This is an optimization exercise on Yosys and OpenROAD, whose aim is small area, not a production implementation. At most, simulation tests tie the RTL to the original design; equivalence was not proved. The flow treats the clock pin as an ideal source. Dropping or thinning the clock tree relies on that and would not hold on a real chip. No activity file was given, so power comes from the tool's default toggle rates.

==> module uart_main, before the edit <==
module uart_main(
     input logic clk_in,
     input logic  reset,
     input logic [1:0]S,
     input logic Load,
     input logic [7:0]data_board,
     output logic serial_out,
     input logic serial_in,
     output logic [7:0]register
   );
    logic [12:0] txs, txc, txcn;
    assign txc = txs ^ 13'd2730;
    logic [1:0] txq;
    wire txeq = (txc == 13'd7478);
    wire txdbl = S[1] ~^ S[0];
    wire txtick = txeq & (txdbl ? (txq[1] & ~txq[0]) : txq[0]);
    assign txcn[0] = txeq ? 1'b1 : txc[12] ^ txc[7];
    assign txcn[1] = txeq ? 1'b0 : txc[0];
    assign txcn[2] = txeq ? 1'b1 : txc[1];
    assign txcn[3] = txeq ? 1'b1 : txc[2];
    assign txcn[4] = txeq ? 1'b1 : txc[3];
    assign txcn[5] = txeq ? 1'b1 : txc[4];
    assign txcn[6] = txeq ? 1'b1 : txc[5];
    assign txcn[7] = txeq ? 1'b0 : txc[6];
    assign txcn[8] = txeq ? 1'b0 : txc[7];
    assign txcn[9] = txeq ? 1'b1 : txc[8];
    assign txcn[10] = txeq ? 1'b0 : txc[9];
    assign txcn[11] = txeq ? S[1] : txc[10];
    assign txcn[12] = txeq ? 1'b1 : txc[11];
    always_ff @(posedge clk_in) begin   
        if (reset) begin
            txs <= 13'd5169;
            txq <= 2'd0;
        end else begin
            txs <= txcn ^ 13'd2730;
            if (txeq) txq <= txq + 2'd1;
        end
    end
    logic [9:0] rxs, rxc, rxcn;
    assign rxc = rxs ^ 10'd341;
    logic rxt;
    wire rxeq = (rxc == 10'd181);
    wire rxtick = rxeq & rxt;
    assign rxcn[0] = rxeq ? 1'b0 : rxc[9] ^ rxc[6];
    assign rxcn[1] = rxeq ? 1'b1 : rxc[0];
    assign rxcn[2] = rxeq ? ~(~S[1] & S[0]) : rxc[1];
    assign rxcn[3] = rxeq ? ~S[1] : rxc[2];
    assign rxcn[4] = rxeq ? ~S[0] : rxc[3];
    assign rxcn[5] = rxeq ? ~(S[1] & S[0]) : rxc[4];
    assign rxcn[6] = rxeq ? 1'b1 : rxc[5];
    assign rxcn[7] = rxeq ? 1'b1 : rxc[6];
    assign rxcn[8] = rxeq ? S[0] : rxc[7];
    assign rxcn[9] = rxeq ? 1'b0 : rxc[8];
    always_ff @(posedge clk_in) begin   
        if (reset) begin
            rxs <= 10'd271;
            rxt <= 1'b0;
        end else begin
            rxs <= rxcn ^ 10'd341;
            rxt <= rxt ^ rxeq;
        end
    end
    logic [3:0] e;
    logic transmit, a;
    logic [7:0] data_1;
    wire tx_idle = e[3] & ~e[1];
    always_ff @(posedge clk_in or posedge reset) begin
        if (reset) begin
            e <= 4'd8;
        end else if (txtick) begin
            if (tx_idle) begin
                if (transmit) e <= 4'd14;
            end else begin
                e <= e + 4'd1;
            end
        end
    end
    always_ff @(posedge clk_in) begin   
        if (reset) begin
            transmit <= 1'b0;
            a <= 1'b0;
        end else if (txtick && tx_idle) begin
            a <= Load;
            if (!Load) transmit <= a;
        end
    end
    always_ff @(posedge clk_in) begin
        if (txtick && tx_idle && Load) data_1 <= data_board;
    end
    assign serial_out = e[3] ? ~e[0] : data_1[e[2:0]];
    logic [3:0] st, cnt;
    wire rx_idle = st[3] & ~st[1] & st[0];
    wire rx_last = (cnt == 4'd15);
    wire [3:0] st_inc = (st[3] & ~st[0] & ~serial_in) ? st : st + 4'd1;
    always_ff @(posedge clk_in) begin   
        if (reset) begin
            st <= 4'd9;
            cnt <= 4'd6;
        end else if (rxtick) begin
            cnt <= rx_idle ? 4'd6 : cnt + 4'd1;
            if (rx_idle) begin
                st <= serial_in ? 4'd9 : (st[2] ? 4'd13 : 4'd15);
            end else if (rx_last) begin
                st <= st_inc;
            end
        end
    end
    genvar i;
    for (i = 0; i < 8; i = i + 1) begin : g_reg
        always_ff @(posedge clk_in or posedge reset) begin
            if (reset) register[i] <= 1'b0;
            else if (rxtick && rx_last && st == i) register[i] <= serial_in;
        end
    end
endmodule
clock: 10.0 ns
lec_check: 0
cap_margin: 20
core_margin: 2
core_utilization: 40
gpl_timing_driven: 0
slew_margin: 20
standard.sh (not shown) runs the stock make flow with config.mk's settings and CLKGATE_MAP_FILE= SYNTH_SCRIPT=/design/flow/synth_recipe.tcl, a recipe that flattens the netlist after the stock synthesis.
==> flow/flow/run.sh <==
#!/bin/bash
# Layout flow: the standard ORFS flow (standard.sh), with its synthesis unchanged, except that
#  - the combinational logic of the synthesized netlist is re-mapped for area by ABC
#    (flow/resynth.sh); every flip-flop keeps its instance name, cell type and connections;
#  - ports are buffered with buf_1 instead of the default port buffer;
#  - before CTS, flow/cts_hook.tcl gives the logic the smallest cells of the same function
#    and builds a one-level clock tree of CLK_CLUSTERS clock buffers in place of the H-tree.
# Logs: standard_synth.log and standard.log (make), resynth/ (yosys), orfs/logs (each step).
set -euo pipefail
export CLK_BUF=sky130_fd_sc_hd__clkbuf_8
export CLK_CLUSTERS=3
R=$PWD/orfs/results/sky130hd/uart_main/base
bash standard.sh synth > standard_synth.log 2>&1
cp $R/1_2_yosys.v $R/1_2_yosys_standard.v
bash flow/resynth.sh $R/1_2_yosys_standard.v $R/1_2_yosys.v $PWD > resynth.log 2>&1
bash standard.sh \
  BUFFER_PORTS_ARGS="-buffer_cell sky130_fd_sc_hd__buf_1" \
  PRE_CTS_TCL="$PWD/flow/cts_hook.tcl" \
  finish > standard.log 2>&1
Other scripts of this flow, unchanged in this note and not shown: flow/flow/cts_clusters.tcl, flow/flow/cts_hook.tcl, flow/flow/downsize.tcl, flow/flow/resynth.sh
Change:
--- a/flow/design.v
+++ b/flow/design.v
@@ -9,55 +9,55 @@
      input logic serial_in,
      output logic [7:0]register
    );
     logic [12:0] txs, txc, txcn;
     assign txc = txs ^ 13'd2730;
     logic [1:0] txq;
-    wire txeq = (txc == 13'd7478);
+    wire txeq = (txc == 13'd4006);
     wire txdbl = S[1] ~^ S[0];
     wire txtick = txeq & (txdbl ? (txq[1] & ~txq[0]) : txq[0]);
     assign txcn[0] = txeq ? 1'b1 : txc[12] ^ txc[7];
-    assign txcn[1] = txeq ? 1'b0 : txc[0];
+    assign txcn[1] = txeq ? 1'b1 : txc[0];
     assign txcn[2] = txeq ? 1'b1 : txc[1];
     assign txcn[3] = txeq ? 1'b1 : txc[2];
-    assign txcn[4] = txeq ? 1'b1 : txc[3];
-    assign txcn[5] = txeq ? 1'b1 : txc[4];
+    assign txcn[4] = txeq ? 1'b0 : txc[3];
+    assign txcn[5] = txeq ? 1'b0 : txc[4];
     assign txcn[6] = txeq ? 1'b1 : txc[5];
     assign txcn[7] = txeq ? 1'b0 : txc[6];
-    assign txcn[8] = txeq ? 1'b0 : txc[7];
+    assign txcn[8] = txeq ? S[1] : txc[7];
     assign txcn[9] = txeq ? 1'b1 : txc[8];
-    assign txcn[10] = txeq ? 1'b0 : txc[9];
-    assign txcn[11] = txeq ? S[1] : txc[10];
+    assign txcn[10] = txeq ? 1'b1 : txc[9];
+    assign txcn[11] = txeq ? 1'b1 : txc[10];
     assign txcn[12] = txeq ? 1'b1 : txc[11];
     always_ff @(posedge clk_in) begin   
         if (reset) begin
-            txs <= 13'd5169;
+            txs <= 13'd7545;
             txq <= 2'd0;
         end else begin
             txs <= txcn ^ 13'd2730;
             if (txeq) txq <= txq + 2'd1;
         end
     end
     logic [9:0] rxs, rxc, rxcn;
     assign rxc = rxs ^ 10'd341;
     logic rxt;
-    wire rxeq = (rxc == 10'd181);
+    wire rxeq = (rxc == 10'd362);
     wire rxtick = rxeq & rxt;
-    assign rxcn[0] = rxeq ? 1'b0 : rxc[9] ^ rxc[6];
-    assign rxcn[1] = rxeq ? 1'b1 : rxc[0];
-    assign rxcn[2] = rxeq ? ~(~S[1] & S[0]) : rxc[1];
-    assign rxcn[3] = rxeq ? ~S[1] : rxc[2];
-    assign rxcn[4] = rxeq ? ~S[0] : rxc[3];
-    assign rxcn[5] = rxeq ? ~(S[1] & S[0]) : rxc[4];
-    assign rxcn[6] = rxeq ? 1'b1 : rxc[5];
+    assign rxcn[0] = rxeq ? 1'b1 : rxc[9] ^ rxc[6];
+    assign rxcn[1] = rxeq ? 1'b0 : rxc[0];
+    assign rxcn[2] = rxeq ? 1'b1 : rxc[1];
+    assign rxcn[3] = rxeq ? ~(~S[1] & S[0]) : rxc[2];
+    assign rxcn[4] = rxeq ? ~S[1] : rxc[3];
+    assign rxcn[5] = rxeq ? ~S[0] : rxc[4];
+    assign rxcn[6] = rxeq ? ~(S[1] & S[0]) : rxc[5];
     assign rxcn[7] = rxeq ? 1'b1 : rxc[6];
-    assign rxcn[8] = rxeq ? S[0] : rxc[7];
-    assign rxcn[9] = rxeq ? 1'b0 : rxc[8];
+    assign rxcn[8] = rxeq ? 1'b1 : rxc[7];
+    assign rxcn[9] = rxeq ? S[0] : rxc[8];
     always_ff @(posedge clk_in) begin   
         if (reset) begin
-            rxs <= 10'd271;
+            rxs <= 10'd480;
             rxt <= 1'b0;
         end else begin
             rxs <= rxcn ^ 10'd341;
             rxt <= rxt ^ rxeq;
         end
     end
Final area fell by 0.83%.
Setup slack is worse by 33 ps.
Total power is higher by 2.3%.
Hold slack gains 4.5 ps.
Core utilization rises by 1.4 points.
Wire length barely changes.
Area after synthesis went down by 0.74%.
Only the layout flow was run in the first run of this note; the RTL was not checked for function there. No run of this note takes its clock network from TritonCTS; it comes from the design's own scripts or RTL.

what the ideal ports hide:
No port has a modelled driver above. Below, the same layouts with a new extraction and two added sets of constraints.
Step 1 (the two cells are an assumption about what drives the block):
set clk [get_ports {clk_in}]
set_driving_cell -lib_cell sky130_fd_sc_hd__clkbuf_16 $clk
set_driving_cell -lib_cell sky130_fd_sc_hd__buf_2 [delete_from_list [all_inputs] $clk]
Step 2, shift: input delay + t, output delay - t, t = (earliest + latest rising clock arrival at the registers) / 2. This alone moves slack from input paths to output paths.
Slacks: ideal / step 1 / step 2; pairs: ideal / step 1.
| run | t (ns) | setup slack, ns | worst data-port slew with drivers (ns) |
|---|---|---|---|
| the first run | 0.212 | 6.124 / 6.152 / 5.940 | 0.03 |
| the second run | 0.210 | 6.090 / 6.108 / 5.897 | 0.03 |
After both steps every run listed still meets setup and hold. For the second run, which loses most, drivers alone change the setup slack by +0.018 ns; drivers and shift together by -0.193 ns.
